What follows belongs to an exercise in optimizing a design on an open flow for small area and a short achievable clock period; a production flow would make more cautious choices. The RTL was checked by simulation tests, not by an equivalence proof against the original design. Power is estimated from default activity; no workload was simulated.

==> flow/design.v, too long to show whole: its modules and the start of the top module <==
// module mac_cs: 897 lines
// module sub_array: 118 lines
// module add18: 7 lines
// module add32: 7 lines
// module resa_subarray: 29 lines
module resa_subarray (
    input  wire         clk,
    input  wire         rst,
    input  wire [1:0]   dataflow_sel,
    input  wire         stationary_sel,
    input  wire [63:0]  array_ifmap_in,
    input  wire [63:0]  array_weight_in,
    input  wire [127:0] array_psum_in_v,
    input  wire [127:0] array_psum_in_h,
    output wire [63:0]  array_ifmap_out,
    output wire [63:0]  array_weight_out,
    output wire [127:0] array_psum_out_v,
    output wire [127:0] array_psum_out_h
);
  // ...
==> flow/run.sh <==
#!/bin/bash
# synth_recipe.tcl (not shown) runs the flow's synth.tcl, then flattens the netlist and writes it again
# the make line also repeats each setting of config.mk as NAME=value (left out here)
make -C /OpenROAD-flow-scripts/flow DESIGN_CONFIG=/design/flow/config.mk WORK_HOME=/design/flow/orfs CLKGATE_MAP_FILE= SYNTH_SCRIPT=/design/flow/synth_recipe.tcl finish
==> flow/config.mk <==
export PLATFORM = sky130hd
export DESIGN_NAME = resa_subarray
export DESIGN_NICKNAME = resa_subarray
export VERILOG_FILES = /design/flow/design.v
export SDC_FILE = /design/flow/constraint.sdc
export NUM_CORES = 4
export LEC_CHECK = 0
export CAP_MARGIN = 20
export CORE_MARGIN = 2
export CORE_UTILIZATION = 55
export PLACE_DENSITY = 0.65
export SETUP_SLACK_MARGIN = 5.0
export SLEW_MARGIN = 20
export SYNTH_HIERARCHICAL = 1
==> flow/constraint.sdc <==
create_clock -name core_clock -period 10.0 [get_ports {clk}]
set_input_delay 2.0000 -clock core_clock [delete_from_list [all_inputs] [get_ports {clk}]]
set_output_delay 2.0000 -clock core_clock [all_outputs]
set_load 0.01 [all_outputs]
==> flow_summary.ini, run 1 <==
[worst_setup_path]
reg2reg_from = u_array.pv[1]
cp_slowest_cell = dfrtp_1
critical_path_buf_inv_count = 2
startpoint = u_array.pcol[3].oy[1]
path_class = reg -> out

[placement]
dp_cells = 13200

[floorplan]
dieArea_um2 = 197000
coreArea_um2 = 193000
dieWidth_um = 444

[drt]
postRouteAntennaNets = 0
drt_first_iter_violations = 5954
route.met3.wl_um = 20800
wl_per_cell_um = 23.4
wl_met2_um = 148000

[clocking]
cts_sinks = 1622
cts_buffer_depth = 3

[run]
drv_cap = 0

[synthesis]
synth_nets = 12800
synth_top_area_share_pct = 20.6
syn_avg_cell_area_um2 = 9.80
synth_compound_area_share_pct = 10.7
synth_seq_cells = 1622
muxShareOfSynthArea_pct = 2.87
synth_xor_area_share_pct = 3.14
synth_edf_count = 0

[finish]
sh_seq_area_pct = 29.0
num-nonclk-inverters = 1201
fillers = 16000
num-multi-input-gates = 7235

[sta]
finalWorstSetupSlack_ns = 4.63
min_period_ns = 5.37

[global_routing]
use_met3_pct = 5.13

[pwr]
p_seq_mw = 7.96
p_sw_share_pct = 38.6

[status]
status = no timing/DRC/antenna violations
==> module mac_cs, before the edit <==
module mac_cs (
    input  wire [15:0] a,
    input  wire [17:0] b,
    input  wire [31:0] p,
    output wire [31:0] x,
    output wire [31:0] y
);
    wire pp0_0 = a[0] & b[0];
    wire pp0_1 = a[0] & b[1];
    wire pp0_2 = a[0] & b[2];
    wire pp0_3 = a[0] & b[3];
    wire pp0_4 = a[0] & b[4];
    wire pp0_5 = a[0] & b[5];
    wire pp0_6 = a[0] & b[6];
    wire pp0_7 = a[0] & b[7];
    wire pp0_8 = a[0] & b[8];
    wire pp0_9 = a[0] & b[9];
    wire pp0_10 = a[0] & b[10];
    wire pp0_11 = a[0] & b[11];
    wire pp0_12 = a[0] & b[12];
    wire pp0_13 = a[0] & b[13];
    wire pp0_14 = a[0] & b[14];
    wire pp0_15 = a[0] & b[15];
    wire pp0_16 = a[0] & b[16];
    wire pp0_17 = a[0] & b[17];
    wire pp1_0 = a[1] & b[0];
    wire pp1_1 = a[1] & b[1];
    wire pp1_2 = a[1] & b[2];
    wire pp1_3 = a[1] & b[3];
    wire pp1_4 = a[1] & b[4];
    wire pp1_5 = a[1] & b[5];
    wire pp1_6 = a[1] & b[6];
    wire pp1_7 = a[1] & b[7];
    wire pp1_8 = a[1] & b[8];
    wire pp1_9 = a[1] & b[9];
    wire pp1_10 = a[1] & b[10];
    wire pp1_11 = a[1] & b[11];
    wire pp1_12 = a[1] & b[12];
    wire pp1_13 = a[1] & b[13];
    wire pp1_14 = a[1] & b[14];
    wire pp1_15 = a[1] & b[15];
    wire pp1_16 = a[1] & b[16];
    wire pp1_17 = a[1] & b[17];
    wire pp2_0 = a[2] & b[0];
    wire pp2_1 = a[2] & b[1];
    wire pp2_2 = a[2] & b[2];
    wire pp2_3 = a[2] & b[3];
    wire pp2_4 = a[2] & b[4];
    wire pp2_5 = a[2] & b[5];
    wire pp2_6 = a[2] & b[6];
    wire pp2_7 = a[2] & b[7];
    wire pp2_8 = a[2] & b[8];
    wire pp2_9 = a[2] & b[9];
    wire pp2_10 = a[2] & b[10];
    wire pp2_11 = a[2] & b[11];
    wire pp2_12 = a[2] & b[12];
    wire pp2_13 = a[2] & b[13];
    wire pp2_14 = a[2] & b[14];
    wire pp2_15 = a[2] & b[15];
    wire pp2_16 = a[2] & b[16];
    wire pp2_17 = a[2] & b[17];
    wire pp3_0 = a[3] & b[0];
    wire pp3_1 = a[3] & b[1];
    wire pp3_2 = a[3] & b[2];
    wire pp3_3 = a[3] & b[3];
    wire pp3_4 = a[3] & b[4];
    wire pp3_5 = a[3] & b[5];
    wire pp3_6 = a[3] & b[6];
    wire pp3_7 = a[3] & b[7];
    wire pp3_8 = a[3] & b[8];
    wire pp3_9 = a[3] & b[9];
    wire pp3_10 = a[3] & b[10];
    wire pp3_11 = a[3] & b[11];
    wire pp3_12 = a[3] & b[12];
    wire pp3_13 = a[3] & b[13];
    wire pp3_14 = a[3] & b[14];
    wire pp3_15 = a[3] & b[15];
    wire pp3_16 = a[3] & b[16];
    wire pp3_17 = a[3] & b[17];
    wire pp4_0 = a[4] & b[0];
    wire pp4_1 = a[4] & b[1];
    wire pp4_2 = a[4] & b[2];
    wire pp4_3 = a[4] & b[3];
    wire pp4_4 = a[4] & b[4];
    wire pp4_5 = a[4] & b[5];
    wire pp4_6 = a[4] & b[6];
    wire pp4_7 = a[4] & b[7];
    wire pp4_8 = a[4] & b[8];
    wire pp4_9 = a[4] & b[9];
    wire pp4_10 = a[4] & b[10];
    wire pp4_11 = a[4] & b[11];
    wire pp4_12 = a[4] & b[12];
    wire pp4_13 = a[4] & b[13];
    wire pp4_14 = a[4] & b[14];
    wire pp4_15 = a[4] & b[15];
    wire pp4_16 = a[4] & b[16];
    wire pp4_17 = a[4] & b[17];
    wire pp5_0 = a[5] & b[0];
    wire pp5_1 = a[5] & b[1];
    wire pp5_2 = a[5] & b[2];
    wire pp5_3 = a[5] & b[3];
    wire pp5_4 = a[5] & b[4];
    wire pp5_5 = a[5] & b[5];
    wire pp5_6 = a[5] & b[6];
    wire pp5_7 = a[5] & b[7];
    wire pp5_8 = a[5] & b[8];
    wire pp5_9 = a[5] & b[9];
    wire pp5_10 = a[5] & b[10];
    wire pp5_11 = a[5] & b[11];
    wire pp5_12 = a[5] & b[12];
    wire pp5_13 = a[5] & b[13];
    wire pp5_14 = a[5] & b[14];
    wire pp5_15 = a[5] & b[15];
    wire pp5_16 = a[5] & b[16];
    wire pp5_17 = a[5] & b[17];
    wire pp6_0 = a[6] & b[0];
    wire pp6_1 = a[6] & b[1];
    wire pp6_2 = a[6] & b[2];
    wire pp6_3 = a[6] & b[3];
    wire pp6_4 = a[6] & b[4];
    wire pp6_5 = a[6] & b[5];
    wire pp6_6 = a[6] & b[6];
    wire pp6_7 = a[6] & b[7];
    wire pp6_8 = a[6] & b[8];
    wire pp6_9 = a[6] & b[9];
    wire pp6_10 = a[6] & b[10];
    wire pp6_11 = a[6] & b[11];
    wire pp6_12 = a[6] & b[12];
    wire pp6_13 = a[6] & b[13];
    wire pp6_14 = a[6] & b[14];
    wire pp6_15 = a[6] & b[15];
    wire pp6_16 = a[6] & b[16];
    wire pp6_17 = a[6] & b[17];
    wire pp7_0 = a[7] & b[0];
    wire pp7_1 = a[7] & b[1];
    wire pp7_2 = a[7] & b[2];
    wire pp7_3 = a[7] & b[3];
    wire pp7_4 = a[7] & b[4];
    wire pp7_5 = a[7] & b[5];
    wire pp7_6 = a[7] & b[6];
    wire pp7_7 = a[7] & b[7];
    wire pp7_8 = a[7] & b[8];
    wire pp7_9 = a[7] & b[9];
    wire pp7_10 = a[7] & b[10];
    wire pp7_11 = a[7] & b[11];
    wire pp7_12 = a[7] & b[12];
    wire pp7_13 = a[7] & b[13];
    wire pp7_14 = a[7] & b[14];
    wire pp7_15 = a[7] & b[15];
    wire pp7_16 = a[7] & b[16];
    wire pp7_17 = a[7] & b[17];
    wire pp8_0 = a[8] & b[0];
    wire pp8_1 = a[8] & b[1];
    wire pp8_2 = a[8] & b[2];
    wire pp8_3 = a[8] & b[3];
    wire pp8_4 = a[8] & b[4];
    wire pp8_5 = a[8] & b[5];
    wire pp8_6 = a[8] & b[6];
    wire pp8_7 = a[8] & b[7];
    wire pp8_8 = a[8] & b[8];
    wire pp8_9 = a[8] & b[9];
    wire pp8_10 = a[8] & b[10];
    wire pp8_11 = a[8] & b[11];
    wire pp8_12 = a[8] & b[12];
    wire pp8_13 = a[8] & b[13];
    wire pp8_14 = a[8] & b[14];
    wire pp8_15 = a[8] & b[15];
    wire pp8_16 = a[8] & b[16];
    wire pp8_17 = a[8] & b[17];
    wire pp9_0 = a[9] & b[0];
    wire pp9_1 = a[9] & b[1];
    wire pp9_2 = a[9] & b[2];
    wire pp9_3 = a[9] & b[3];
    wire pp9_4 = a[9] & b[4];
    wire pp9_5 = a[9] & b[5];
    wire pp9_6 = a[9] & b[6];
    wire pp9_7 = a[9] & b[7];
    wire pp9_8 = a[9] & b[8];
    wire pp9_9 = a[9] & b[9];
    wire pp9_10 = a[9] & b[10];
    wire pp9_11 = a[9] & b[11];
    wire pp9_12 = a[9] & b[12];
    wire pp9_13 = a[9] & b[13];
    wire pp9_14 = a[9] & b[14];
    wire pp9_15 = a[9] & b[15];
    wire pp9_16 = a[9] & b[16];
    wire pp9_17 = a[9] & b[17];
    wire pp10_0 = a[10] & b[0];
    wire pp10_1 = a[10] & b[1];
    wire pp10_2 = a[10] & b[2];
    wire pp10_3 = a[10] & b[3];
    wire pp10_4 = a[10] & b[4];
    wire pp10_5 = a[10] & b[5];
    wire pp10_6 = a[10] & b[6];
    wire pp10_7 = a[10] & b[7];
    wire pp10_8 = a[10] & b[8];
    wire pp10_9 = a[10] & b[9];
    wire pp10_10 = a[10] & b[10];
    wire pp10_11 = a[10] & b[11];
    wire pp10_12 = a[10] & b[12];
    wire pp10_13 = a[10] & b[13];
    wire pp10_14 = a[10] & b[14];
    wire pp10_15 = a[10] & b[15];
    wire pp10_16 = a[10] & b[16];
    wire pp10_17 = a[10] & b[17];
    wire pp11_0 = a[11] & b[0];
    wire pp11_1 = a[11] & b[1];
    wire pp11_2 = a[11] & b[2];
    wire pp11_3 = a[11] & b[3];
    wire pp11_4 = a[11] & b[4];
    wire pp11_5 = a[11] & b[5];
    wire pp11_6 = a[11] & b[6];
    wire pp11_7 = a[11] & b[7];
    wire pp11_8 = a[11] & b[8];
    wire pp11_9 = a[11] & b[9];
    wire pp11_10 = a[11] & b[10];
    wire pp11_11 = a[11] & b[11];
    wire pp11_12 = a[11] & b[12];
    wire pp11_13 = a[11] & b[13];
    wire pp11_14 = a[11] & b[14];
    wire pp11_15 = a[11] & b[15];
    wire pp11_16 = a[11] & b[16];
    wire pp11_17 = a[11] & b[17];
    wire pp12_0 = a[12] & b[0];
    wire pp12_1 = a[12] & b[1];
    wire pp12_2 = a[12] & b[2];
    wire pp12_3 = a[12] & b[3];
    wire pp12_4 = a[12] & b[4];
    wire pp12_5 = a[12] & b[5];
    wire pp12_6 = a[12] & b[6];
    wire pp12_7 = a[12] & b[7];
    wire pp12_8 = a[12] & b[8];
    wire pp12_9 = a[12] & b[9];
    wire pp12_10 = a[12] & b[10];
    wire pp12_11 = a[12] & b[11];
    wire pp12_12 = a[12] & b[12];
    wire pp12_13 = a[12] & b[13];
    wire pp12_14 = a[12] & b[14];
    wire pp12_15 = a[12] & b[15];
    wire pp12_16 = a[12] & b[16];
    wire pp12_17 = a[12] & b[17];
    wire pp13_0 = a[13] & b[0];
    wire pp13_1 = a[13] & b[1];
    wire pp13_2 = a[13] & b[2];
    wire pp13_3 = a[13] & b[3];
    wire pp13_4 = a[13] & b[4];
    wire pp13_5 = a[13] & b[5];
    wire pp13_6 = a[13] & b[6];
    wire pp13_7 = a[13] & b[7];
    wire pp13_8 = a[13] & b[8];
    wire pp13_9 = a[13] & b[9];
    wire pp13_10 = a[13] & b[10];
    wire pp13_11 = a[13] & b[11];
    wire pp13_12 = a[13] & b[12];
    wire pp13_13 = a[13] & b[13];
    wire pp13_14 = a[13] & b[14];
    wire pp13_15 = a[13] & b[15];
    wire pp13_16 = a[13] & b[16];
    wire pp13_17 = a[13] & b[17];
    wire pp14_0 = a[14] & b[0];
    wire pp14_1 = a[14] & b[1];
    wire pp14_2 = a[14] & b[2];
    wire pp14_3 = a[14] & b[3];
    wire pp14_4 = a[14] & b[4];
    wire pp14_5 = a[14] & b[5];
    wire pp14_6 = a[14] & b[6];
    wire pp14_7 = a[14] & b[7];
    wire pp14_8 = a[14] & b[8];
    wire pp14_9 = a[14] & b[9];
    wire pp14_10 = a[14] & b[10];
    wire pp14_11 = a[14] & b[11];
    wire pp14_12 = a[14] & b[12];
    wire pp14_13 = a[14] & b[13];
    wire pp14_14 = a[14] & b[14];
    wire pp14_15 = a[14] & b[15];
    wire pp14_16 = a[14] & b[16];
    wire pp14_17 = a[14] & b[17];
    wire pp15_0 = a[15] & b[0];
    wire pp15_1 = a[15] & b[1];
    wire pp15_2 = a[15] & b[2];
    wire pp15_3 = a[15] & b[3];
    wire pp15_4 = a[15] & b[4];
    wire pp15_5 = a[15] & b[5];
    wire pp15_6 = a[15] & b[6];
    wire pp15_7 = a[15] & b[7];
    wire pp15_8 = a[15] & b[8];
    wire pp15_9 = a[15] & b[9];
    wire pp15_10 = a[15] & b[10];
    wire pp15_11 = a[15] & b[11];
    wire pp15_12 = a[15] & b[12];
    wire pp15_13 = a[15] & b[13];
    wire pp15_14 = a[15] & b[14];
    wire pp15_15 = a[15] & b[15];
    wire pp15_16 = a[15] & b[16];
    wire t1 = pp0_12 ^ pp1_11;
    wire t2 = pp0_12 & pp1_11;
    wire t3 = pp0_13 ^ pp1_12 ^ pp2_11;
    wire t4 = (pp0_13 & pp1_12) | (pp0_13 & pp2_11) | (pp1_12 & pp2_11);
    wire t5 = pp3_10 ^ pp4_9;
    wire t6 = pp3_10 & pp4_9;
    wire t7 = pp0_14 ^ pp1_13 ^ pp2_12;
    wire t8 = (pp0_14 & pp1_13) | (pp0_14 & pp2_12) | (pp1_13 & pp2_12);
    wire t9 = pp3_11 ^ pp4_10 ^ pp5_9;
    wire t10 = (pp3_11 & pp4_10) | (pp3_11 & pp5_9) | (pp4_10 & pp5_9);
    wire t11 = pp6_8 ^ pp7_7;
    wire t12 = pp6_8 & pp7_7;
    wire t13 = pp0_15 ^ pp1_14 ^ pp2_13;
    wire t14 = (pp0_15 & pp1_14) | (pp0_15 & pp2_13) | (pp1_14 & pp2_13);
    wire t15 = pp3_12 ^ pp4_11 ^ pp5_10;
    wire t16 = (pp3_12 & pp4_11) | (pp3_12 & pp5_10) | (pp4_11 & pp5_10);
    wire t17 = pp6_9 ^ pp7_8 ^ pp8_7;
    wire t18 = (pp6_9 & pp7_8) | (pp6_9 & pp8_7) | (pp7_8 & pp8_7);
    wire t19 = pp9_6 ^ pp10_5;
    wire t20 = pp9_6 & pp10_5;
    wire t21 = pp0_16 ^ pp1_15 ^ pp2_14;
    wire t22 = (pp0_16 & pp1_15) | (pp0_16 & pp2_14) | (pp1_15 & pp2_14);
    wire t23 = pp3_13 ^ pp4_12 ^ pp5_11;
    wire t24 = (pp3_13 & pp4_12) | (pp3_13 & pp5_11) | (pp4_12 & pp5_11);
    wire t25 = pp6_10 ^ pp7_9 ^ pp8_8;
    wire t26 = (pp6_10 & pp7_9) | (pp6_10 & pp8_8) | (pp7_9 & pp8_8);
    wire t27 = pp9_7 ^ pp10_6 ^ pp11_5;
    wire t28 = (pp9_7 & pp10_6) | (pp9_7 & pp11_5) | (pp10_6 & pp11_5);
    wire t29 = pp0_17 ^ pp1_16 ^ pp2_15;
    wire t30 = (pp0_17 & pp1_16) | (pp0_17 & pp2_15) | (pp1_16 & pp2_15);
    wire t31 = pp3_14 ^ pp4_13 ^ pp5_12;
    wire t32 = (pp3_14 & pp4_13) | (pp3_14 & pp5_12) | (pp4_13 & pp5_12);
    wire t33 = pp6_11 ^ pp7_10 ^ pp8_9;
    wire t34 = (pp6_11 & pp7_10) | (pp6_11 & pp8_9) | (pp7_10 & pp8_9);
    wire t35 = pp9_8 ^ pp10_7 ^ pp11_6;
    wire t36 = (pp9_8 & pp10_7) | (pp9_8 & pp11_6) | (pp10_7 & pp11_6);
    wire t37 = pp1_17 ^ pp2_16 ^ pp3_15;
    wire t38 = (pp1_17 & pp2_16) | (pp1_17 & pp3_15) | (pp2_16 & pp3_15);
    wire t39 = pp4_14 ^ pp5_13 ^ pp6_12;
    wire t40 = (pp4_14 & pp5_13) | (pp4_14 & pp6_12) | (pp5_13 & pp6_12);
    wire t41 = pp7_11 ^ pp8_10 ^ pp9_9;
    wire t42 = (pp7_11 & pp8_10) | (pp7_11 & pp9_9) | (pp8_10 & pp9_9);
    wire t43 = pp10_8 ^ pp11_7;
    wire t44 = pp10_8 & pp11_7;
    wire t45 = pp2_17 ^ pp3_16 ^ pp4_15;
    wire t46 = (pp2_17 & pp3_16) | (pp2_17 & pp4_15) | (pp3_16 & pp4_15);
    wire t47 = pp5_14 ^ pp6_13 ^ pp7_12;
    wire t48 = (pp5_14 & pp6_13) | (pp5_14 & pp7_12) | (pp6_13 & pp7_12);
    wire t49 = pp8_11 ^ pp9_10 ^ pp10_9;
    wire t50 = (pp8_11 & pp9_10) | (pp8_11 & pp10_9) | (pp9_10 & pp10_9);
    wire t51 = pp3_17 ^ pp4_16 ^ pp5_15;
    wire t52 = (pp3_17 & pp4_16) | (pp3_17 & pp5_15) | (pp4_16 & pp5_15);
    wire t53 = pp6_14 ^ pp7_13 ^ pp8_12;
    wire t54 = (pp6_14 & pp7_13) | (pp6_14 & pp8_12) | (pp7_13 & pp8_12);
    wire t55 = pp4_17 ^ pp5_16 ^ pp6_15;
    wire t56 = (pp4_17 & pp5_16) | (pp4_17 & pp6_15) | (pp5_16 & pp6_15);
    wire t57 = pp0_8 ^ pp1_7;
    wire t58 = pp0_8 & pp1_7;
    wire t59 = pp0_9 ^ pp1_8 ^ pp2_7;
    wire t60 = (pp0_9 & pp1_8) | (pp0_9 & pp2_7) | (pp1_8 & pp2_7);
    wire t61 = pp3_6 ^ pp4_5;
    wire t62 = pp3_6 & pp4_5;
    wire t63 = pp0_10 ^ pp1_9 ^ pp2_8;
    wire t64 = (pp0_10 & pp1_9) | (pp0_10 & pp2_8) | (pp1_9 & pp2_8);
    wire t65 = pp3_7 ^ pp4_6 ^ pp5_5;
    wire t66 = (pp3_7 & pp4_6) | (pp3_7 & pp5_5) | (pp4_6 & pp5_5);
    wire t67 = pp6_4 ^ pp7_3;
    wire t68 = pp6_4 & pp7_3;
    wire t69 = pp0_11 ^ pp1_10 ^ pp2_9;
    wire t70 = (pp0_11 & pp1_10) | (pp0_11 & pp2_9) | (pp1_10 & pp2_9);
    wire t71 = pp3_8 ^ pp4_7 ^ pp5_6;
    wire t72 = (pp3_8 & pp4_7) | (pp3_8 & pp5_6) | (pp4_7 & pp5_6);
    wire t73 = pp6_5 ^ pp7_4 ^ pp8_3;
    wire t74 = (pp6_5 & pp7_4) | (pp6_5 & pp8_3) | (pp7_4 & pp8_3);
    wire t75 = pp9_2 ^ pp10_1;
    wire t76 = pp9_2 & pp10_1;
    wire t77 = t1 ^ pp2_10 ^ pp3_9;
    wire t78 = (t1 & pp2_10) | (t1 & pp3_9) | (pp2_10 & pp3_9);
    wire t79 = pp4_8 ^ pp5_7 ^ pp6_6;
    wire t80 = (pp4_8 & pp5_7) | (pp4_8 & pp6_6) | (pp5_7 & pp6_6);
    wire t81 = pp7_5 ^ pp8_4 ^ pp9_3;
    wire t82 = (pp7_5 & pp8_4) | (pp7_5 & pp9_3) | (pp8_4 & pp9_3);
    wire t83 = pp10_2 ^ pp11_1 ^ pp12_0;
    wire t84 = (pp10_2 & pp11_1) | (pp10_2 & pp12_0) | (pp11_1 & pp12_0);
    wire t85 = t2 ^ t3 ^ t5;
    wire t86 = (t2 & t3) | (t2 & t5) | (t3 & t5);
    wire t87 = pp5_8 ^ pp6_7 ^ pp7_6;
    wire t88 = (pp5_8 & pp6_7) | (pp5_8 & pp7_6) | (pp6_7 & pp7_6);
    wire t89 = pp8_5 ^ pp9_4 ^ pp10_3;
    wire t90 = (pp8_5 & pp9_4) | (pp8_5 & pp10_3) | (pp9_4 & pp10_3);
    wire t91 = pp11_2 ^ pp12_1 ^ pp13_0;
    wire t92 = (pp11_2 & pp12_1) | (pp11_2 & pp13_0) | (pp12_1 & pp13_0);
    wire t93 = t4 ^ t6 ^ t7;
    wire t94 = (t4 & t6) | (t4 & t7) | (t6 & t7);
    wire t95 = t9 ^ t11 ^ pp8_6;
    wire t96 = (t9 & t11) | (t9 & pp8_6) | (t11 & pp8_6);
    wire t97 = pp9_5 ^ pp10_4 ^ pp11_3;
    wire t98 = (pp9_5 & pp10_4) | (pp9_5 & pp11_3) | (pp10_4 & pp11_3);
    wire t99 = pp12_2 ^ pp13_1 ^ pp14_0;
    wire t100 = (pp12_2 & pp13_1) | (pp12_2 & pp14_0) | (pp13_1 & pp14_0);
    wire t101 = t8 ^ t10 ^ t12;
    wire t102 = (t8 & t10) | (t8 & t12) | (t10 & t12);
    wire t103 = t13 ^ t15 ^ t17;
    wire t104 = (t13 & t15) | (t13 & t17) | (t15 & t17);
    wire t105 = t19 ^ pp11_4 ^ pp12_3;
    wire t106 = (t19 & pp11_4) | (t19 & pp12_3) | (pp11_4 & pp12_3);
    wire t107 = pp13_2 ^ pp14_1 ^ pp15_0;
    wire t108 = (pp13_2 & pp14_1) | (pp13_2 & pp15_0) | (pp14_1 & pp15_0);
    wire t109 = t14 ^ t16 ^ t18;
    wire t110 = (t14 & t16) | (t14 & t18) | (t16 & t18);
    wire t111 = t20 ^ t21 ^ t23;
    wire t112 = (t20 & t21) | (t20 & t23) | (t21 & t23);
    wire t113 = t25 ^ t27 ^ pp12_4;
    wire t114 = (t25 & t27) | (t25 & pp12_4) | (t27 & pp12_4);
    wire t115 = pp13_3 ^ pp14_2 ^ pp15_1;
    wire t116 = (pp13_3 & pp14_2) | (pp13_3 & pp15_1) | (pp14_2 & pp15_1);
    wire t117 = t22 ^ t24 ^ t26;
    wire t118 = (t22 & t24) | (t22 & t26) | (t24 & t26);
    wire t119 = t28 ^ t29 ^ t31;
    wire t120 = (t28 & t29) | (t28 & t31) | (t29 & t31);
    wire t121 = t33 ^ t35 ^ pp12_5;
    wire t122 = (t33 & t35) | (t33 & pp12_5) | (t35 & pp12_5);
    wire t123 = pp13_4 ^ pp14_3 ^ pp15_2;
    wire t124 = (pp13_4 & pp14_3) | (pp13_4 & pp15_2) | (pp14_3 & pp15_2);
    wire t125 = t30 ^ t32 ^ t34;
    wire t126 = (t30 & t32) | (t30 & t34) | (t32 & t34);
    wire t127 = t36 ^ t37 ^ t39;
    wire t128 = (t36 & t37) | (t36 & t39) | (t37 & t39);
    wire t129 = t41 ^ t43 ^ pp12_6;
    wire t130 = (t41 & t43) | (t41 & pp12_6) | (t43 & pp12_6);
    wire t131 = pp13_5 ^ pp14_4 ^ pp15_3;
    wire t132 = (pp13_5 & pp14_4) | (pp13_5 & pp15_3) | (pp14_4 & pp15_3);
    wire t133 = t38 ^ t40 ^ t42;
    wire t134 = (t38 & t40) | (t38 & t42) | (t40 & t42);
    wire t135 = t44 ^ t45 ^ t47;
    wire t136 = (t44 & t45) | (t44 & t47) | (t45 & t47);
    wire t137 = t49 ^ pp11_8 ^ pp12_7;
    wire t138 = (t49 & pp11_8) | (t49 & pp12_7) | (pp11_8 & pp12_7);
    wire t139 = pp13_6 ^ pp14_5 ^ pp15_4;
    wire t140 = (pp13_6 & pp14_5) | (pp13_6 & pp15_4) | (pp14_5 & pp15_4);
    wire t141 = t46 ^ t48 ^ t50;
    wire t142 = (t46 & t48) | (t46 & t50) | (t48 & t50);
    wire t143 = t51 ^ t53 ^ pp9_11;
    wire t144 = (t51 & t53) | (t51 & pp9_11) | (t53 & pp9_11);
    wire t145 = pp10_10 ^ pp11_9 ^ pp12_8;
    wire t146 = (pp10_10 & pp11_9) | (pp10_10 & pp12_8) | (pp11_9 & pp12_8);
    wire t147 = pp13_7 ^ pp14_6 ^ pp15_5;
    wire t148 = (pp13_7 & pp14_6) | (pp13_7 & pp15_5) | (pp14_6 & pp15_5);
    wire t149 = t52 ^ t54 ^ t55;
    wire t150 = (t52 & t54) | (t52 & t55) | (t54 & t55);
    wire t151 = pp7_14 ^ pp8_13 ^ pp9_12;
    wire t152 = (pp7_14 & pp8_13) | (pp7_14 & pp9_12) | (pp8_13 & pp9_12);
    wire t153 = pp10_11 ^ pp11_10 ^ pp12_9;
    wire t154 = (pp10_11 & pp11_10) | (pp10_11 & pp12_9) | (pp11_10 & pp12_9);
    wire t155 = pp13_8 ^ pp14_7 ^ pp15_6;
    wire t156 = (pp13_8 & pp14_7) | (pp13_8 & pp15_6) | (pp14_7 & pp15_6);
    wire t157 = t56 ^ pp5_17 ^ pp6_16;
    wire t158 = (t56 & pp5_17) | (t56 & pp6_16) | (pp5_17 & pp6_16);
    wire t159 = pp7_15 ^ pp8_14 ^ pp9_13;
    wire t160 = (pp7_15 & pp8_14) | (pp7_15 & pp9_13) | (pp8_14 & pp9_13);
    wire t161 = pp10_12 ^ pp11_11 ^ pp12_10;
    wire t162 = (pp10_12 & pp11_11) | (pp10_12 & pp12_10) | (pp11_11 & pp12_10);
    wire t163 = pp13_9 ^ pp14_8 ^ pp15_7;
    wire t164 = (pp13_9 & pp14_8) | (pp13_9 & pp15_7) | (pp14_8 & pp15_7);
    wire t165 = pp6_17 ^ pp7_16 ^ pp8_15;
    wire t166 = (pp6_17 & pp7_16) | (pp6_17 & pp8_15) | (pp7_16 & pp8_15);
    wire t167 = pp9_14 ^ pp10_13 ^ pp11_12;
    wire t168 = (pp9_14 & pp10_13) | (pp9_14 & pp11_12) | (pp10_13 & pp11_12);
    wire t169 = pp12_11 ^ pp13_10 ^ pp14_9;
    wire t170 = (pp12_11 & pp13_10) | (pp12_11 & pp14_9) | (pp13_10 & pp14_9);
    wire t171 = pp7_17 ^ pp8_16 ^ pp9_15;
    wire t172 = (pp7_17 & pp8_16) | (pp7_17 & pp9_15) | (pp8_16 & pp9_15);
    wire t173 = pp10_14 ^ pp11_13 ^ pp12_12;
    wire t174 = (pp10_14 & pp11_13) | (pp10_14 & pp12_12) | (pp11_13 & pp12_12);
    wire t175 = pp8_17 ^ pp9_16 ^ pp10_15;
    wire t176 = (pp8_17 & pp9_16) | (pp8_17 & pp10_15) | (pp9_16 & pp10_15);
    wire t177 = pp0_5 ^ pp1_4;
    wire t178 = pp0_5 & pp1_4;
    wire t179 = pp0_6 ^ pp1_5 ^ pp2_4;
    wire t180 = (pp0_6 & pp1_5) | (pp0_6 & pp2_4) | (pp1_5 & pp2_4);
    wire t181 = pp3_3 ^ pp4_2;
    wire t182 = pp3_3 & pp4_2;
    wire t183 = pp0_7 ^ pp1_6 ^ pp2_5;
    wire t184 = (pp0_7 & pp1_6) | (pp0_7 & pp2_5) | (pp1_6 & pp2_5);
    wire t185 = pp3_4 ^ pp4_3 ^ pp5_2;
    wire t186 = (pp3_4 & pp4_3) | (pp3_4 & pp5_2) | (pp4_3 & pp5_2);
    wire t187 = pp6_1 ^ pp7_0;
    wire t188 = pp6_1 & pp7_0;
    wire t189 = t57 ^ pp2_6 ^ pp3_5;
    wire t190 = (t57 & pp2_6) | (t57 & pp3_5) | (pp2_6 & pp3_5);
    wire t191 = pp4_4 ^ pp5_3 ^ pp6_2;
    wire t192 = (pp4_4 & pp5_3) | (pp4_4 & pp6_2) | (pp5_3 & pp6_2);
    wire t193 = pp7_1 ^ pp8_0 ^ p[8];
    wire t194 = (pp7_1 & pp8_0) | (pp7_1 & p[8]) | (pp8_0 & p[8]);
    wire t195 = t58 ^ t59 ^ t61;
    wire t196 = (t58 & t59) | (t58 & t61) | (t59 & t61);
    wire t197 = pp5_4 ^ pp6_3 ^ pp7_2;
    wire t198 = (pp5_4 & pp6_3) | (pp5_4 & pp7_2) | (pp6_3 & pp7_2);
    wire t199 = pp8_1 ^ pp9_0 ^ p[9];
    wire t200 = (pp8_1 & pp9_0) | (pp8_1 & p[9]) | (pp9_0 & p[9]);
    wire t201 = t60 ^ t62 ^ t63;
    wire t202 = (t60 & t62) | (t60 & t63) | (t62 & t63);
    wire t203 = t65 ^ t67 ^ pp8_2;
    wire t204 = (t65 & t67) | (t65 & pp8_2) | (t67 & pp8_2);
    wire t205 = pp9_1 ^ pp10_0 ^ p[10];
    wire t206 = (pp9_1 & pp10_0) | (pp9_1 & p[10]) | (pp10_0 & p[10]);
    wire t207 = t64 ^ t66 ^ t68;
    wire t208 = (t64 & t66) | (t64 & t68) | (t66 & t68);
    wire t209 = t69 ^ t71 ^ t73;
    wire t210 = (t69 & t71) | (t69 & t73) | (t71 & t73);
    wire t211 = t75 ^ pp11_0 ^ p[11];
    wire t212 = (t75 & pp11_0) | (t75 & p[11]) | (pp11_0 & p[11]);
    wire t213 = t70 ^ t72 ^ t74;
    wire t214 = (t70 & t72) | (t70 & t74) | (t72 & t74);
    wire t215 = t76 ^ t77 ^ t79;
    wire t216 = (t76 & t77) | (t76 & t79) | (t77 & t79);
    wire t217 = t81 ^ t83 ^ p[12];
    wire t218 = (t81 & t83) | (t81 & p[12]) | (t83 & p[12]);
    wire t219 = t78 ^ t80 ^ t82;
    wire t220 = (t78 & t80) | (t78 & t82) | (t80 & t82);
    wire t221 = t84 ^ t85 ^ t87;
    wire t222 = (t84 & t85) | (t84 & t87) | (t85 & t87);
    wire t223 = t89 ^ t91 ^ p[13];
    wire t224 = (t89 & t91) | (t89 & p[13]) | (t91 & p[13]);
    wire t225 = t86 ^ t88 ^ t90;
    wire t226 = (t86 & t88) | (t86 & t90) | (t88 & t90);
    wire t227 = t92 ^ t93 ^ t95;
    wire t228 = (t92 & t93) | (t92 & t95) | (t93 & t95);
    wire t229 = t97 ^ t99 ^ p[14];
    wire t230 = (t97 & t99) | (t97 & p[14]) | (t99 & p[14]);
    wire t231 = t94 ^ t96 ^ t98;
    wire t232 = (t94 & t96) | (t94 & t98) | (t96 & t98);
    wire t233 = t100 ^ t101 ^ t103;
    wire t234 = (t100 & t101) | (t100 & t103) | (t101 & t103);
    wire t235 = t105 ^ t107 ^ p[15];
    wire t236 = (t105 & t107) | (t105 & p[15]) | (t107 & p[15]);
    wire t237 = t102 ^ t104 ^ t106;
    wire t238 = (t102 & t104) | (t102 & t106) | (t104 & t106);
    wire t239 = t108 ^ t109 ^ t111;
    wire t240 = (t108 & t109) | (t108 & t111) | (t109 & t111);
    wire t241 = t113 ^ t115 ^ p[16];
    wire t242 = (t113 & t115) | (t113 & p[16]) | (t115 & p[16]);
    wire t243 = t110 ^ t112 ^ t114;
    wire t244 = (t110 & t112) | (t110 & t114) | (t112 & t114);
    wire t245 = t116 ^ t117 ^ t119;
    wire t246 = (t116 & t117) | (t116 & t119) | (t117 & t119);
    wire t247 = t121 ^ t123 ^ p[17];
    wire t248 = (t121 & t123) | (t121 & p[17]) | (t123 & p[17]);
    wire t249 = t118 ^ t120 ^ t122;
    wire t250 = (t118 & t120) | (t118 & t122) | (t120 & t122);
    wire t251 = t124 ^ t125 ^ t127;
    wire t252 = (t124 & t125) | (t124 & t127) | (t125 & t127);
    wire t253 = t129 ^ t131 ^ p[18];
    wire t254 = (t129 & t131) | (t129 & p[18]) | (t131 & p[18]);
    wire t255 = t126 ^ t128 ^ t130;
    wire t256 = (t126 & t128) | (t126 & t130) | (t128 & t130);
    wire t257 = t132 ^ t133 ^ t135;
    wire t258 = (t132 & t133) | (t132 & t135) | (t133 & t135);
    wire t259 = t137 ^ t139 ^ p[19];
    wire t260 = (t137 & t139) | (t137 & p[19]) | (t139 & p[19]);
    wire t261 = t134 ^ t136 ^ t138;
    wire t262 = (t134 & t136) | (t134 & t138) | (t136 & t138);
    wire t263 = t140 ^ t141 ^ t143;
    wire t264 = (t140 & t141) | (t140 & t143) | (t141 & t143);
    wire t265 = t145 ^ t147 ^ p[20];
    wire t266 = (t145 & t147) | (t145 & p[20]) | (t147 & p[20]);
    wire t267 = t142 ^ t144 ^ t146;
    wire t268 = (t142 & t144) | (t142 & t146) | (t144 & t146);
    wire t269 = t148 ^ t149 ^ t151;
    wire t270 = (t148 & t149) | (t148 & t151) | (t149 & t151);
    wire t271 = t153 ^ t155 ^ p[21];
    wire t272 = (t153 & t155) | (t153 & p[21]) | (t155 & p[21]);
    wire t273 = t150 ^ t152 ^ t154;
    wire t274 = (t150 & t152) | (t150 & t154) | (t152 & t154);
    wire t275 = t156 ^ t157 ^ t159;
    wire t276 = (t156 & t157) | (t156 & t159) | (t157 & t159);
    wire t277 = t161 ^ t163 ^ p[22];
    wire t278 = (t161 & t163) | (t161 & p[22]) | (t163 & p[22]);
    wire t279 = t158 ^ t160 ^ t162;
    wire t280 = (t158 & t160) | (t158 & t162) | (t160 & t162);
    wire t281 = t164 ^ t165 ^ t167;
    wire t282 = (t164 & t165) | (t164 & t167) | (t165 & t167);
    wire t283 = t169 ^ pp15_8 ^ p[23];
    wire t284 = (t169 & pp15_8) | (t169 & p[23]) | (pp15_8 & p[23]);
    wire t285 = t166 ^ t168 ^ t170;
    wire t286 = (t166 & t168) | (t166 & t170) | (t168 & t170);
    wire t287 = t171 ^ t173 ^ pp13_11;
    wire t288 = (t171 & t173) | (t171 & pp13_11) | (t173 & pp13_11);
    wire t289 = pp14_10 ^ pp15_9 ^ p[24];
    wire t290 = (pp14_10 & pp15_9) | (pp14_10 & p[24]) | (pp15_9 & p[24]);
    wire t291 = t172 ^ t174 ^ t175;
    wire t292 = (t172 & t174) | (t172 & t175) | (t174 & t175);
    wire t293 = pp11_14 ^ pp12_13 ^ pp13_12;
    wire t294 = (pp11_14 & pp12_13) | (pp11_14 & pp13_12) | (pp12_13 & pp13_12);
    wire t295 = pp14_11 ^ pp15_10 ^ p[25];
    wire t296 = (pp14_11 & pp15_10) | (pp14_11 & p[25]) | (pp15_10 & p[25]);
    wire t297 = t176 ^ pp9_17 ^ pp10_16;
    wire t298 = (t176 & pp9_17) | (t176 & pp10_16) | (pp9_17 & pp10_16);
    wire t299 = pp11_15 ^ pp12_14 ^ pp13_13;
    wire t300 = (pp11_15 & pp12_14) | (pp11_15 & pp13_13) | (pp12_14 & pp13_13);
    wire t301 = pp14_12 ^ pp15_11 ^ p[26];
    wire t302 = (pp14_12 & pp15_11) | (pp14_12 & p[26]) | (pp15_11 & p[26]);
    wire t303 = pp10_17 ^ pp11_16 ^ pp12_15;
    wire t304 = (pp10_17 & pp11_16) | (pp10_17 & pp12_15) | (pp11_16 & pp12_15);
    wire t305 = pp13_14 ^ pp14_13 ^ pp15_12;
    wire t306 = (pp13_14 & pp14_13) | (pp13_14 & pp15_12) | (pp14_13 & pp15_12);
    wire t307 = pp11_17 ^ pp12_16 ^ pp13_15;
    wire t308 = (pp11_17 & pp12_16) | (pp11_17 & pp13_15) | (pp12_16 & pp13_15);
    wire t309 = pp0_3 ^ pp1_2;
    wire t310 = pp0_3 & pp1_2;
    wire t311 = pp0_4 ^ pp1_3 ^ pp2_2;
    wire t312 = (pp0_4 & pp1_3) | (pp0_4 & pp2_2) | (pp1_3 & pp2_2);
    wire t313 = pp3_1 ^ pp4_0;
    wire t314 = pp3_1 & pp4_0;
    wire t315 = t177 ^ pp2_3 ^ pp3_2;
    wire t316 = (t177 & pp2_3) | (t177 & pp3_2) | (pp2_3 & pp3_2);
    wire t317 = pp4_1 ^ pp5_0 ^ p[5];
    wire t318 = (pp4_1 & pp5_0) | (pp4_1 & p[5]) | (pp5_0 & p[5]);
    wire t319 = t178 ^ t179 ^ t181;
    wire t320 = (t178 & t179) | (t178 & t181) | (t179 & t181);
    wire t321 = pp5_1 ^ pp6_0 ^ p[6];
    wire t322 = (pp5_1 & pp6_0) | (pp5_1 & p[6]) | (pp6_0 & p[6]);
    wire t323 = t180 ^ t182 ^ t183;
    wire t324 = (t180 & t182) | (t180 & t183) | (t182 & t183);
    wire t325 = t185 ^ t187 ^ p[7];
    wire t326 = (t185 & t187) | (t185 & p[7]) | (t187 & p[7]);
    wire t327 = t184 ^ t186 ^ t188;
    wire t328 = (t184 & t186) | (t184 & t188) | (t186 & t188);
    wire t329 = t189 ^ t191 ^ t193;
    wire t330 = (t189 & t191) | (t189 & t193) | (t191 & t193);
    wire t331 = t190 ^ t192 ^ t194;
    wire t332 = (t190 & t192) | (t190 & t194) | (t192 & t194);
    wire t333 = t195 ^ t197 ^ t199;
    wire t334 = (t195 & t197) | (t195 & t199) | (t197 & t199);
    wire t335 = t196 ^ t198 ^ t200;
    wire t336 = (t196 & t198) | (t196 & t200) | (t198 & t200);
    wire t337 = t201 ^ t203 ^ t205;
    wire t338 = (t201 & t203) | (t201 & t205) | (t203 & t205);
    wire t339 = t202 ^ t204 ^ t206;
    wire t340 = (t202 & t204) | (t202 & t206) | (t204 & t206);
    wire t341 = t207 ^ t209 ^ t211;
    wire t342 = (t207 & t209) | (t207 & t211) | (t209 & t211);
    wire t343 = t208 ^ t210 ^ t212;
    wire t344 = (t208 & t210) | (t208 & t212) | (t210 & t212);
    wire t345 = t213 ^ t215 ^ t217;
    wire t346 = (t213 & t215) | (t213 & t217) | (t215 & t217);
    wire t347 = t214 ^ t216 ^ t218;
    wire t348 = (t214 & t216) | (t214 & t218) | (t216 & t218);
    wire t349 = t219 ^ t221 ^ t223;
    wire t350 = (t219 & t221) | (t219 & t223) | (t221 & t223);
    wire t351 = t220 ^ t222 ^ t224;
    wire t352 = (t220 & t222) | (t220 & t224) | (t222 & t224);
    wire t353 = t225 ^ t227 ^ t229;
    wire t354 = (t225 & t227) | (t225 & t229) | (t227 & t229);
    wire t355 = t226 ^ t228 ^ t230;
    wire t356 = (t226 & t228) | (t226 & t230) | (t228 & t230);
    wire t357 = t231 ^ t233 ^ t235;
    wire t358 = (t231 & t233) | (t231 & t235) | (t233 & t235);
    wire t359 = t232 ^ t234 ^ t236;
    wire t360 = (t232 & t234) | (t232 & t236) | (t234 & t236);
    wire t361 = t237 ^ t239 ^ t241;
    wire t362 = (t237 & t239) | (t237 & t241) | (t239 & t241);
    wire t363 = t238 ^ t240 ^ t242;
    wire t364 = (t238 & t240) | (t238 & t242) | (t240 & t242);
    wire t365 = t243 ^ t245 ^ t247;
    wire t366 = (t243 & t245) | (t243 & t247) | (t245 & t247);
    wire t367 = t244 ^ t246 ^ t248;
    wire t368 = (t244 & t246) | (t244 & t248) | (t246 & t248);
    wire t369 = t249 ^ t251 ^ t253;
    wire t370 = (t249 & t251) | (t249 & t253) | (t251 & t253);
    wire t371 = t250 ^ t252 ^ t254;
    wire t372 = (t250 & t252) | (t250 & t254) | (t252 & t254);
    wire t373 = t255 ^ t257 ^ t259;
    wire t374 = (t255 & t257) | (t255 & t259) | (t257 & t259);
    wire t375 = t256 ^ t258 ^ t260;
    wire t376 = (t256 & t258) | (t256 & t260) | (t258 & t260);
    wire t377 = t261 ^ t263 ^ t265;
    wire t378 = (t261 & t263) | (t261 & t265) | (t263 & t265);
    wire t379 = t262 ^ t264 ^ t266;
    wire t380 = (t262 & t264) | (t262 & t266) | (t264 & t266);
    wire t381 = t267 ^ t269 ^ t271;
    wire t382 = (t267 & t269) | (t267 & t271) | (t269 & t271);
    wire t383 = t268 ^ t270 ^ t272;
    wire t384 = (t268 & t270) | (t268 & t272) | (t270 & t272);
    wire t385 = t273 ^ t275 ^ t277;
    wire t386 = (t273 & t275) | (t273 & t277) | (t275 & t277);
    wire t387 = t274 ^ t276 ^ t278;
    wire t388 = (t274 & t276) | (t274 & t278) | (t276 & t278);
    wire t389 = t279 ^ t281 ^ t283;
    wire t390 = (t279 & t281) | (t279 & t283) | (t281 & t283);
    wire t391 = t280 ^ t282 ^ t284;
    wire t392 = (t280 & t282) | (t280 & t284) | (t282 & t284);
    wire t393 = t285 ^ t287 ^ t289;
    wire t394 = (t285 & t287) | (t285 & t289) | (t287 & t289);
    wire t395 = t286 ^ t288 ^ t290;
    wire t396 = (t286 & t288) | (t286 & t290) | (t288 & t290);
    wire t397 = t291 ^ t293 ^ t295;
    wire t398 = (t291 & t293) | (t291 & t295) | (t293 & t295);
    wire t399 = t292 ^ t294 ^ t296;
    wire t400 = (t292 & t294) | (t292 & t296) | (t294 & t296);
    wire t401 = t297 ^ t299 ^ t301;
    wire t402 = (t297 & t299) | (t297 & t301) | (t299 & t301);
    wire t403 = t298 ^ t300 ^ t302;
    wire t404 = (t298 & t300) | (t298 & t302) | (t300 & t302);
    wire t405 = t303 ^ t305 ^ p[27];
    wire t406 = (t303 & t305) | (t303 & p[27]) | (t305 & p[27]);
    wire t407 = t304 ^ t306 ^ t307;
    wire t408 = (t304 & t306) | (t304 & t307) | (t306 & t307);
    wire t409 = pp14_14 ^ pp15_13 ^ p[28];
    wire t410 = (pp14_14 & pp15_13) | (pp14_14 & p[28]) | (pp15_13 & p[28]);
    wire t411 = t308 ^ pp12_17 ^ pp13_16;
    wire t412 = (t308 & pp12_17) | (t308 & pp13_16) | (pp12_17 & pp13_16);
    wire t413 = pp14_15 ^ pp15_14 ^ p[29];
    wire t414 = (pp14_15 & pp15_14) | (pp14_15 & p[29]) | (pp15_14 & p[29]);
    wire t415 = pp13_17 ^ pp14_16 ^ pp15_15;
    wire t416 = (pp13_17 & pp14_16) | (pp13_17 & pp15_15) | (pp14_16 & pp15_15);
    wire t417 = pp0_2 ^ pp1_1;
    wire t418 = pp0_2 & pp1_1;
    wire t419 = t309 ^ pp2_1 ^ pp3_0;
    wire t420 = (t309 & pp2_1) | (t309 & pp3_0) | (pp2_1 & pp3_0);
    wire t421 = t310 ^ t311 ^ t313;
    wire t422 = (t310 & t311) | (t310 & t313) | (t311 & t313);
    wire t423 = t312 ^ t314 ^ t315;
    wire t424 = (t312 & t314) | (t312 & t315) | (t314 & t315);
    wire t425 = t316 ^ t318 ^ t319;
    wire t426 = (t316 & t318) | (t316 & t319) | (t318 & t319);
    wire t427 = t320 ^ t322 ^ t323;
    wire t428 = (t320 & t322) | (t320 & t323) | (t322 & t323);
    wire t429 = t324 ^ t326 ^ t327;
    wire t430 = (t324 & t326) | (t324 & t327) | (t326 & t327);
    wire t431 = t328 ^ t330 ^ t331;
    wire t432 = (t328 & t330) | (t328 & t331) | (t330 & t331);
    wire t433 = t332 ^ t334 ^ t335;
    wire t434 = (t332 & t334) | (t332 & t335) | (t334 & t335);
    wire t435 = t336 ^ t338 ^ t339;
    wire t436 = (t336 & t338) | (t336 & t339) | (t338 & t339);
    wire t437 = t340 ^ t342 ^ t343;
    wire t438 = (t340 & t342) | (t340 & t343) | (t342 & t343);
    wire t439 = t344 ^ t346 ^ t347;
    wire t440 = (t344 & t346) | (t344 & t347) | (t346 & t347);
    wire t441 = t348 ^ t350 ^ t351;
    wire t442 = (t348 & t350) | (t348 & t351) | (t350 & t351);
    wire t443 = t352 ^ t354 ^ t355;
    wire t444 = (t352 & t354) | (t352 & t355) | (t354 & t355);
    wire t445 = t356 ^ t358 ^ t359;
    wire t446 = (t356 & t358) | (t356 & t359) | (t358 & t359);
    wire t447 = t360 ^ t362 ^ t363;
    wire t448 = (t360 & t362) | (t360 & t363) | (t362 & t363);
    wire t449 = t364 ^ t366 ^ t367;
    wire t450 = (t364 & t366) | (t364 & t367) | (t366 & t367);
    wire t451 = t368 ^ t370 ^ t371;
    wire t452 = (t368 & t370) | (t368 & t371) | (t370 & t371);
    wire t453 = t372 ^ t374 ^ t375;
    wire t454 = (t372 & t374) | (t372 & t375) | (t374 & t375);
    wire t455 = t376 ^ t378 ^ t379;
    wire t456 = (t376 & t378) | (t376 & t379) | (t378 & t379);
    wire t457 = t380 ^ t382 ^ t383;
    wire t458 = (t380 & t382) | (t380 & t383) | (t382 & t383);
    wire t459 = t384 ^ t386 ^ t387;
    wire t460 = (t384 & t386) | (t384 & t387) | (t386 & t387);
    wire t461 = t388 ^ t390 ^ t391;
    wire t462 = (t388 & t390) | (t388 & t391) | (t390 & t391);
    wire t463 = t392 ^ t394 ^ t395;
    wire t464 = (t392 & t394) | (t392 & t395) | (t394 & t395);
    wire t465 = t396 ^ t398 ^ t399;
    wire t466 = (t396 & t398) | (t396 & t399) | (t398 & t399);
    wire t467 = t400 ^ t402 ^ t403;
    wire t468 = (t400 & t402) | (t400 & t403) | (t402 & t403);
    wire t469 = t404 ^ t406 ^ t407;
    wire t470 = (t404 & t406) | (t404 & t407) | (t406 & t407);
    wire t471 = t408 ^ t410 ^ t411;
    wire t472 = (t408 & t410) | (t408 & t411) | (t410 & t411);
    wire t473 = t412 ^ t414 ^ t415;
    wire t474 = (t412 & t414) | (t412 & t415) | (t414 & t415);
    wire t475 = t416 ^ pp14_17 ^ pp15_16;
    wire t476 = (t416 & pp14_17) | (t416 & pp15_16) | (pp14_17 & pp15_16);
    wire t477 = pp0_1 ^ pp1_0;
    wire t478 = pp0_1 & pp1_0;
    wire t479 = t417 ^ pp2_0 ^ p[2];
    wire t480 = (t417 & pp2_0) | (t417 & p[2]) | (pp2_0 & p[2]);
    wire t481 = t418 ^ t419 ^ p[3];
    wire t482 = (t418 & t419) | (t418 & p[3]) | (t419 & p[3]);
    wire t483 = t420 ^ t421 ^ p[4];
    wire t484 = (t420 & t421) | (t420 & p[4]) | (t421 & p[4]);
    wire t485 = t422 ^ t423 ^ t317;
    wire t486 = (t422 & t423) | (t422 & t317) | (t423 & t317);
    wire t487 = t424 ^ t425 ^ t321;
    wire t488 = (t424 & t425) | (t424 & t321) | (t425 & t321);
    wire t489 = t426 ^ t427 ^ t325;
    wire t490 = (t426 & t427) | (t426 & t325) | (t427 & t325);
    wire t491 = t428 ^ t429 ^ t329;
    wire t492 = (t428 & t429) | (t428 & t329) | (t429 & t329);
    wire t493 = t430 ^ t431 ^ t333;
    wire t494 = (t430 & t431) | (t430 & t333) | (t431 & t333);
    wire t495 = t432 ^ t433 ^ t337;
    wire t496 = (t432 & t433) | (t432 & t337) | (t433 & t337);
    wire t497 = t434 ^ t435 ^ t341;
    wire t498 = (t434 & t435) | (t434 & t341) | (t435 & t341);
    wire t499 = t436 ^ t437 ^ t345;
    wire t500 = (t436 & t437) | (t436 & t345) | (t437 & t345);
    wire t501 = t438 ^ t439 ^ t349;
    wire t502 = (t438 & t439) | (t438 & t349) | (t439 & t349);
    wire t503 = t440 ^ t441 ^ t353;
    wire t504 = (t440 & t441) | (t440 & t353) | (t441 & t353);
    wire t505 = t442 ^ t443 ^ t357;
    wire t506 = (t442 & t443) | (t442 & t357) | (t443 & t357);
    wire t507 = t444 ^ t445 ^ t361;
    wire t508 = (t444 & t445) | (t444 & t361) | (t445 & t361);
    wire t509 = t446 ^ t447 ^ t365;
    wire t510 = (t446 & t447) | (t446 & t365) | (t447 & t365);
    wire t511 = t448 ^ t449 ^ t369;
    wire t512 = (t448 & t449) | (t448 & t369) | (t449 & t369);
    wire t513 = t450 ^ t451 ^ t373;
    wire t514 = (t450 & t451) | (t450 & t373) | (t451 & t373);
    wire t515 = t452 ^ t453 ^ t377;
    wire t516 = (t452 & t453) | (t452 & t377) | (t453 & t377);
    wire t517 = t454 ^ t455 ^ t381;
    wire t518 = (t454 & t455) | (t454 & t381) | (t455 & t381);
    wire t519 = t456 ^ t457 ^ t385;
    wire t520 = (t456 & t457) | (t456 & t385) | (t457 & t385);
    wire t521 = t458 ^ t459 ^ t389;
    wire t522 = (t458 & t459) | (t458 & t389) | (t459 & t389);
    wire t523 = t460 ^ t461 ^ t393;
    wire t524 = (t460 & t461) | (t460 & t393) | (t461 & t393);
    wire t525 = t462 ^ t463 ^ t397;
    wire t526 = (t462 & t463) | (t462 & t397) | (t463 & t397);
    wire t527 = t464 ^ t465 ^ t401;
    wire t528 = (t464 & t465) | (t464 & t401) | (t465 & t401);
    wire t529 = t466 ^ t467 ^ t405;
    wire t530 = (t466 & t467) | (t466 & t405) | (t467 & t405);
    wire t531 = t468 ^ t469 ^ t409;
    wire t532 = (t468 & t469) | (t468 & t409) | (t469 & t409);
    wire t533 = t470 ^ t471 ^ t413;
    wire t534 = (t470 & t471) | (t470 & t413) | (t471 & t413);
    wire t535 = t472 ^ t473 ^ p[30];
    wire t536 = (t472 & t473) | (t472 & p[30]) | (t473 & p[30]);
    wire t537 = t474 ^ t475 ^ p[31];
    wire t538 = (t474 & t475) | (t474 & p[31]) | (t475 & p[31]);
    assign x[0] = pp0_0;
    assign x[1] = t477;
    assign x[2] = t478;
    assign x[3] = t480;
    assign x[4] = t482;
    assign x[5] = t484;
    assign x[6] = t486;
    assign x[7] = t488;
    assign x[8] = t490;
    assign x[9] = t492;
    assign x[10] = t494;
    assign x[11] = t496;
    assign x[12] = t498;
    assign x[13] = t500;
    assign x[14] = t502;
    assign x[15] = t504;
    assign x[16] = t506;
    assign x[17] = t508;
    assign x[18] = t510;
    assign x[19] = t512;
    assign x[20] = t514;
    assign x[21] = t516;
    assign x[22] = t518;
    assign x[23] = t520;
    assign x[24] = t522;
    assign x[25] = t524;
    assign x[26] = t526;
    assign x[27] = t528;
    assign x[28] = t530;
    assign x[29] = t532;
    assign x[30] = t534;
    assign x[31] = t536;
    assign y[0] = p[0];
    assign y[1] = p[1];
    assign y[2] = t479;
    assign y[3] = t481;
    assign y[4] = t483;
    assign y[5] = t485;
    assign y[6] = t487;
    assign y[7] = t489;
    assign y[8] = t491;
    assign y[9] = t493;
    assign y[10] = t495;
    assign y[11] = t497;
    assign y[12] = t499;
    assign y[13] = t501;
    assign y[14] = t503;
    assign y[15] = t505;
    assign y[16] = t507;
    assign y[17] = t509;
    assign y[18] = t511;
    assign y[19] = t513;
    assign y[20] = t515;
    assign y[21] = t517;
    assign y[22] = t519;
    assign y[23] = t521;
    assign y[24] = t523;
    assign y[25] = t525;
    assign y[26] = t527;
    assign y[27] = t529;
    assign y[28] = t531;
    assign y[29] = t533;
    assign y[30] = t535;
    assign y[31] = t537;
endmodule
==> run 2: changes to the inputs <==
--- a/flow/design.v
+++ b/flow/design.v
@@ -4,5 +4,6 @@
     input  wire [31:0] p,
-    output wire [31:0] x,
-    output wire [31:0] y
+    output wire [31:0] s,
+    output wire [6:0] g
 );
+    wire [31:0] x, y;
     wire pp0_0 = a[0] & b[0];
@@ -896,2 +897,10 @@
     assign y[31] = t537;
+    assign {g[0], s[3:0]} = {1'b0, x[3:0]} + {1'b0, y[3:0]};
+    assign {g[1], s[7:4]} = {1'b0, x[7:4]} + {1'b0, y[7:4]};
+    assign {g[2], s[11:8]} = {1'b0, x[11:8]} + {1'b0, y[11:8]};
+    assign {g[3], s[15:12]} = {1'b0, x[15:12]} + {1'b0, y[15:12]};
+    assign {g[4], s[19:16]} = {1'b0, x[19:16]} + {1'b0, y[19:16]};
+    assign {g[5], s[23:20]} = {1'b0, x[23:20]} + {1'b0, y[23:20]};
+    assign {g[6], s[27:24]} = {1'b0, x[27:24]} + {1'b0, y[27:24]};
+    assign s[31:28] = x[31:28] + y[31:28];
 endmodule
@@ -916,5 +925,7 @@
     reg [3:0] v0, v2;
-    reg       mac_d;
+    reg       lbv, acc_ok;
     reg [2:1] pv;
     wire [3:0] v0i = {v0[2:0], 1'b1};    
+    wire [3:0] v2i = {v2[2:0], 1'b1};    
+    wire lbv_n = lbv | stationary_sel;
     always @(posedge clk or posedge rst) begin
@@ -923,3 +934,4 @@
             v2 <= 4'd0;
-            mac_d <= 1'b0;
+            lbv <= 1'b0;
+            acc_ok <= 1'b0;
             pv <= 2'd0;
@@ -927,4 +939,5 @@
             v0 <= {4{m_os}} & v0i;
-            v2 <= {4{~m_clr}} & {v2[2:0], 1'b1};
-            mac_d <= m_mac;
+            v2 <= {4{~m_clr}} & v2i;
+            lbv <= lbv_n;
+            acc_ok <= m_mac & lbv;
             pv <= {2{m_mac}} & {pv[1], 1'b1};
@@ -934,4 +947,4 @@
     reg  [255:0] d2;             
-    wire [255:0] x0, x2;         
     reg  [255:0] lb;             
+    wire [255:0] x0, x2;         
     wire [255:0] lbn;            
@@ -940,6 +953,3 @@
         d2 <= x2;
-    end
-    always @(posedge clk or posedge rst) begin
-        if (rst) lb <= 256'd0;
-        else     lb <= lbn;
+        lb <= lbn;
     end
@@ -949,4 +959,2 @@
             for (c = 0; c < 4; c = c + 1) begin: col
-                wire x0_ok = v0i[c];
-                wire x2_ok;
                 if (c == 0) begin: w0
@@ -958,8 +966,6 @@
                     assign x2[16*(4*(r)+(c)) +: 16] = array_weight_in[16*c +: 16];
-                    assign x2_ok = 1'b1;
                 end else begin: nn
                     assign x2[16*(4*(r)+(c)) +: 16] = d2[16*(4*(r-1)+(c)) +: 16];
-                    assign x2_ok = v2[r-1];
                 end
-                wire ld_zero = ld_x0 ? ~x0_ok : ~x2_ok;
+                wire ld_zero = ld_x0 ? ~v0i[c] : ~v2i[r];
                 assign lbn[16*(4*(r)+(c)) +: 16] = stationary_sel ?
@@ -974,5 +980,6 @@
             reg  [31:0] pd1, pd2, pd3;   
-            reg  [31:0] ox, oy;          
-            wire [16:0] a2n = (mac_d ? {1'b0, a1} : 17'd0) + {1'b0, lb[16*(4*(1)+(c)) +: 16]};
-            wire [17:0] s3n = (mac_d ? {1'b0, a2} : 18'd0) + {2'b0, lb[16*(4*(2)+(c)) +: 16]};
+            reg  [31:0] os;              
+            reg  [6:0]  og;              
+            wire [16:0] a2n = (acc_ok ? {1'b0, a1} : 17'd0) + {1'b0, lb[16*(4*(1)+(c)) +: 16]};
+            wire [17:0] s3n = (acc_ok ? {1'b0, a2} : 18'd0) + {2'b0, lb[16*(4*(2)+(c)) +: 16]};
             wire [15:0] x0_3 = x0[16*(4*(3)+(c)) +: 16] & {16{v0i[c]}};
@@ -983,8 +990,9 @@
             add18 u_x2   (.a(s3n), .b(x2_3), .y(s_x2));
-            wire [17:0] s3m = m_mac ?
+            wire [17:0] s3m = (m_mac & lbv) ?
                 (stationary_sel ? (dataflow_sel[0] ? s_x2 : s_x0) : s_keep) :
-                (stationary_sel ? {2'b0, x2_3} : {2'b0, lb[16*(4*(3)+(c)) +: 16]});
-            wire w3_ok = ~m_clr & v2[1];
-            wire [31:0] mx, my;
-            mac_cs u_mac (.a(d2[16*(4*(2)+(c)) +: 16]), .b(s3), .p(pd3), .x(mx), .y(my));
+                {2'b0, lbn[16*(4*(3)+(c)) +: 16]};
+            wire s3_ok = ~m_clr & v2[1] & lbv_n;
+            wire [31:0] ms;
+            wire [6:0]  mg;
+            mac_cs u_mac (.a(d2[16*(4*(2)+(c)) +: 16]), .b(s3), .p(pd3), .s(ms), .g(mg));
             always @(posedge clk) begin
@@ -992,3 +1000,3 @@
                 a2  <= a2n;
-                s3  <= s3m & {18{w3_ok}};
+                s3  <= s3m & {18{s3_ok}};
                 pd1 <= array_psum_in_v[32*c +: 32];
@@ -999,10 +1007,10 @@
                 if (rst) begin
-                    ox <= 32'd0;
-                    oy <= 32'd0;
+                    os <= 32'd0;
+                    og <= 7'd0;
                 end else begin
-                    ox <= mx & {32{m_mac}};
-                    oy <= my & {32{m_mac}};
+                    os <= ms & {32{m_mac}};
+                    og <= mg & {7{m_mac}};
                 end
             end
-            add32 u_out (.a(ox), .b(oy), .y(array_psum_out_v[32*c +: 32]));
+            cinc u_out (.s(os), .g(og), .y(array_psum_out_v[32*c +: 32]));
             assign array_weight_out[16*c +: 16] = d2[16*(4*(3)+(c)) +: 16] & {16{v2[3]}};
@@ -1022,8 +1030,18 @@
 endmodule
-module add32 (
-    input  wire [31:0] a,
-    input  wire [31:0] b,
+module cinc (
+    input  wire [31:0] s,
+    input  wire [6:0]  g,
     output wire [31:0] y
 );
-    assign y = a + b;
+    wire [7:0] c;    
+    assign c[0] = 1'b0;
+    genvar b;
+    generate
+        for (b = 1; b < 8; b = b + 1) begin: blk
+            assign c[b] = g[b-1] | ((&s[4*b-4 +: 4]) & c[b-1]);
+        end
+        for (b = 0; b < 8; b = b + 1) begin: inc
+            assign y[4*b +: 4] = s[4*b +: 4] + {3'b0, c[b]};
+        end
+    endgenerate
 endmodule
--- a/flow/config.mk
+++ b/flow/config.mk
@@ -13,2 +13 @@
 export SLEW_MARGIN = 20
-export SYNTH_HIERARCHICAL = 1
==> flow_summary.ini, run 2 <==
[sta]
finalClockSkew_ns = 0.0514
finalCritPeriodShare_pct = 53.5
finalSetupViolCount = 0
worst_slew_pin_slew_ns = 1.17
min_period_ns = 5.35
clock.fmax_mhz = 187
tns_ns = 0
slew_viol_final = 0
rsz0062_at_grt = yes
finalHoldViolCount = 0
max-slew-margin-rel_pct = 22.2

[synthesis]
synthesis.instances = 8708
syn_avg_cell_area_um2 = 10.3
synth.most_common_cell = inv_1
ys.flop_type = dfxtp_1
synthTopCellsByArea = dfxtp_1 26%, fa_1 23%, and2_1 8.3%
async_reset_ff_share_pct = 11.0
synth_edf_count = 192
synth_top_area_share_pct = 26.1
synth_common_cells = 1233 x inv_1, 1181 x and2_1, 1164 x dfxtp_1
ys_warn_count = 1
yosysTopAreaCell = dfxtp_1
synth_seq_cells = 1524
synth_cell_types = 76
synth_nets = 10600
synth_area_um2 = 89400
ys_seq_area_share_pct = 37.2

[finish]
finalNonFillerCells = 11300
area_delta_synth_final_pct = 15.3
layout_common_cells = 1231 x inv_1, 1175 x and2_1, 1077 x dfxtp_1
layout_commonest_cell = inv_1
nets = 10900
drive_gt1_share_pct = 7.89
top_regs = u_array.d0 x256, u_array.d2 x256, u_array.lb x256

[clocking]
tritoncts = built
path_clk_slew_ns = 0.06
cts_sinks = 1524
h-tree-depth = 4
cts_root_buf = clkbuf_16
cts_buffers = 160
insertion_delay_ns = 0.83
cts_hold_buf = 0
cts_buffer_depth = 3

[drt]
drt_first_iter_violations = 4629
postRouteAntennaNets = 0
wl_per_cell_um = 22.0
via_per_inst = 5.35
drt-total-wl_um = 250000
firstDrtPassIters = 6
drc = 0
via_count = 60700

[status]
status = no timing/DRC/antenna violations

[global_routing]
grt-ovfl-total = 0
grt_max_degree = 121
antenna_found_initial = 31
grt_pass1_wl_um = 376000
grt.total_usage_pct = 29.8
grt_pass1_vias = 62700

[worst_setup_path]
cp_max_fo = 2
worstSetupEndpointType = output pin
r2r_slack_ns = 5.13
cp.arrival_ns = 3.35
path_class = reg -> out
crit_path_start_kind = flop
worstPathRequired_ns = 8.00

[floorplan]
num_rows = 147
die_h_um = 407
start_util_pct = 55.5
io_pins = 773
dieWidth_um = 407
coreArea_um2 = 161000
dieArea_um2 = 166000

[pwr]
powerDensity_nw_per_um2 = 230
vdd_ir_drop_max_v = 0.000251
p_leak_nw = 46.7

[run]
drv_cap = 0

[placement]
dpl.hpwl_um = 184000
dp_cells = 10900
portBuffers = 516
gp_congestion = 0.892

[hold_path]
hold_class = reg -> reg
-- run 2: cell types whose count changed after synthesis, moves of 149 or more --
| cell | change |
|---|---|
| mux2i_1 | -203 |
| dfrtp_1 | -354 |
| a21oi_1 | -149 |
| buf_2 | -164 |
| edfxtp_1 | +192 |
| nor2b_1 | -240 |
| buf_4 | -247 |
-- run 2: cell families (layout without fill, tap and decap cells) --
kind of cell               after synthesis  count (layout)  synth area share, %
muxes                                   49              49                0.548
and+or+nand+nor                       2680            2680                 15.4
AOI/OAI and AO/OA                      927             927                 6.61
DFF                                   1524            1524                 37.2
xor gates and xnor gates               279             279                 2.73
adders and majority gates             1484            1484                 29.5
buffers and inverters                 1765            2226                 8.02
other                                    0              17                    0
-- run 2: metrics by stage --
stage	power [mW]	util [%]	setup WS [ns]	instance area, um2	hold slack, ns
2_1_floorplan	14.7	-	5.00	89500	0.310
3_3_place_gp	17.1	59.2	3.88	95400	0.309
3_5_place_dp	17.4	59.2	3.87	95400	0.312
4_1_cts	23.6	63.1	4.54	102000	0.322
5_1_grt	25.6	64.0	4.51	103000	0.324
6_report	23.7	64.0	4.65	103000	0.319
-- run 2: per-layer routing --
layer / global-route usage (%) / vias up / share of wire [%]
li1: - / 27500 / -
met1: 41.5 / 30300 / 43
met2: 46.7 / 2428 / 46
met3: 5.79 / 433 / 8.2
met4: 10.4 / 6 / 3.3
met5: 0.0575 / - / 0.013
-- run 2: worst max-delay path, stage by stage, from the launching register on --
cell and delay, ns:
dfrtp_1 0.37, and2_4 0.16, a41o_1 0.22, a21o_1 0.20, a41o_1 0.24, a21o_1 0.23, a41o_1 0.25, a41o_1 0.23
ha_4 0.18, ha_4 0.15, xor2_1 0.15, buf_2 0.15
-- run 2: layout make-up --
type | count | area (um2)
clock buffers | 222 | 4680
inverters | 1234 | 4640
well taps | 2160 | 2700
flip-flops and latches | 1524 | 33500
clock inverters | 80 | 901
multi-input cells | 5419 | 49600
diodes | 17 | 42.5
repair buffers | 690 | 6970
fillers | 13000 | 58000
-- run 2: timing repair --
action	CTS	global route
buffers inserted	33	56
resized for setup	402	207
gates cloned	0	8
pin swaps	54	41
endpoints found under the setup margin	168	109
-- run 2: worst paths after layout --
check / start / end / depth (start not counted)
max reg2reg: u_array.d2[161] / u_array.pcol[2].og[4] / 17
max: u_array.pcol[0].os[6] / array_psum_out_v[30] / 11
min in group asynchronous: rst / u_array.pcol[2].os[12] / 2
min: u_array.pcol[0].pd1[22] / u_array.pcol[0].pd2[22] / 0
max in group asynchronous: rst / u_array.pcol[1].os[21] / 3
min reg2reg: u_array.pcol[0].pd1[22] / u_array.pcol[0].pd2[22] / 0
-- run 2: power breakdown --
group          internal, mW  switching, mW
registers              6.88          0.667
logic                  4.62           5.36
clock network          3.50           2.64

separate check: timing with driven ports:
The results above use ideal ports. As a check the final layouts listed here were re-extracted and re-timed, cells and wires unchanged.
Step 1: set_driving_cell puts a clkbuf_16 on clk and a buf_2 on each other input, an assumption about the parent block.
Step 2, shift: input delay + t, output delay - t, t = (earliest + latest rising clock arrival at the registers) / 2. This alone moves slack from input paths to output paths.
Slacks: no drivers / after step 1 / after step 2; pairs: no drivers / after step 1.
run | shift t [ns] | slack for setup (ns) | worst register clock-pin slew, ns
run 1 | 0.923 | 4.631 / 4.538 / 4.604 | 0.07 / 0.07
run 2 | 0.891 | 4.652 / 4.565 / 4.262 | 0.07 / 0.07
After both steps every run listed still meets setup and hold. For run 2, which loses most, drivers alone change the setup slack by -0.087 ns; drivers and shift together by -0.390 ns.
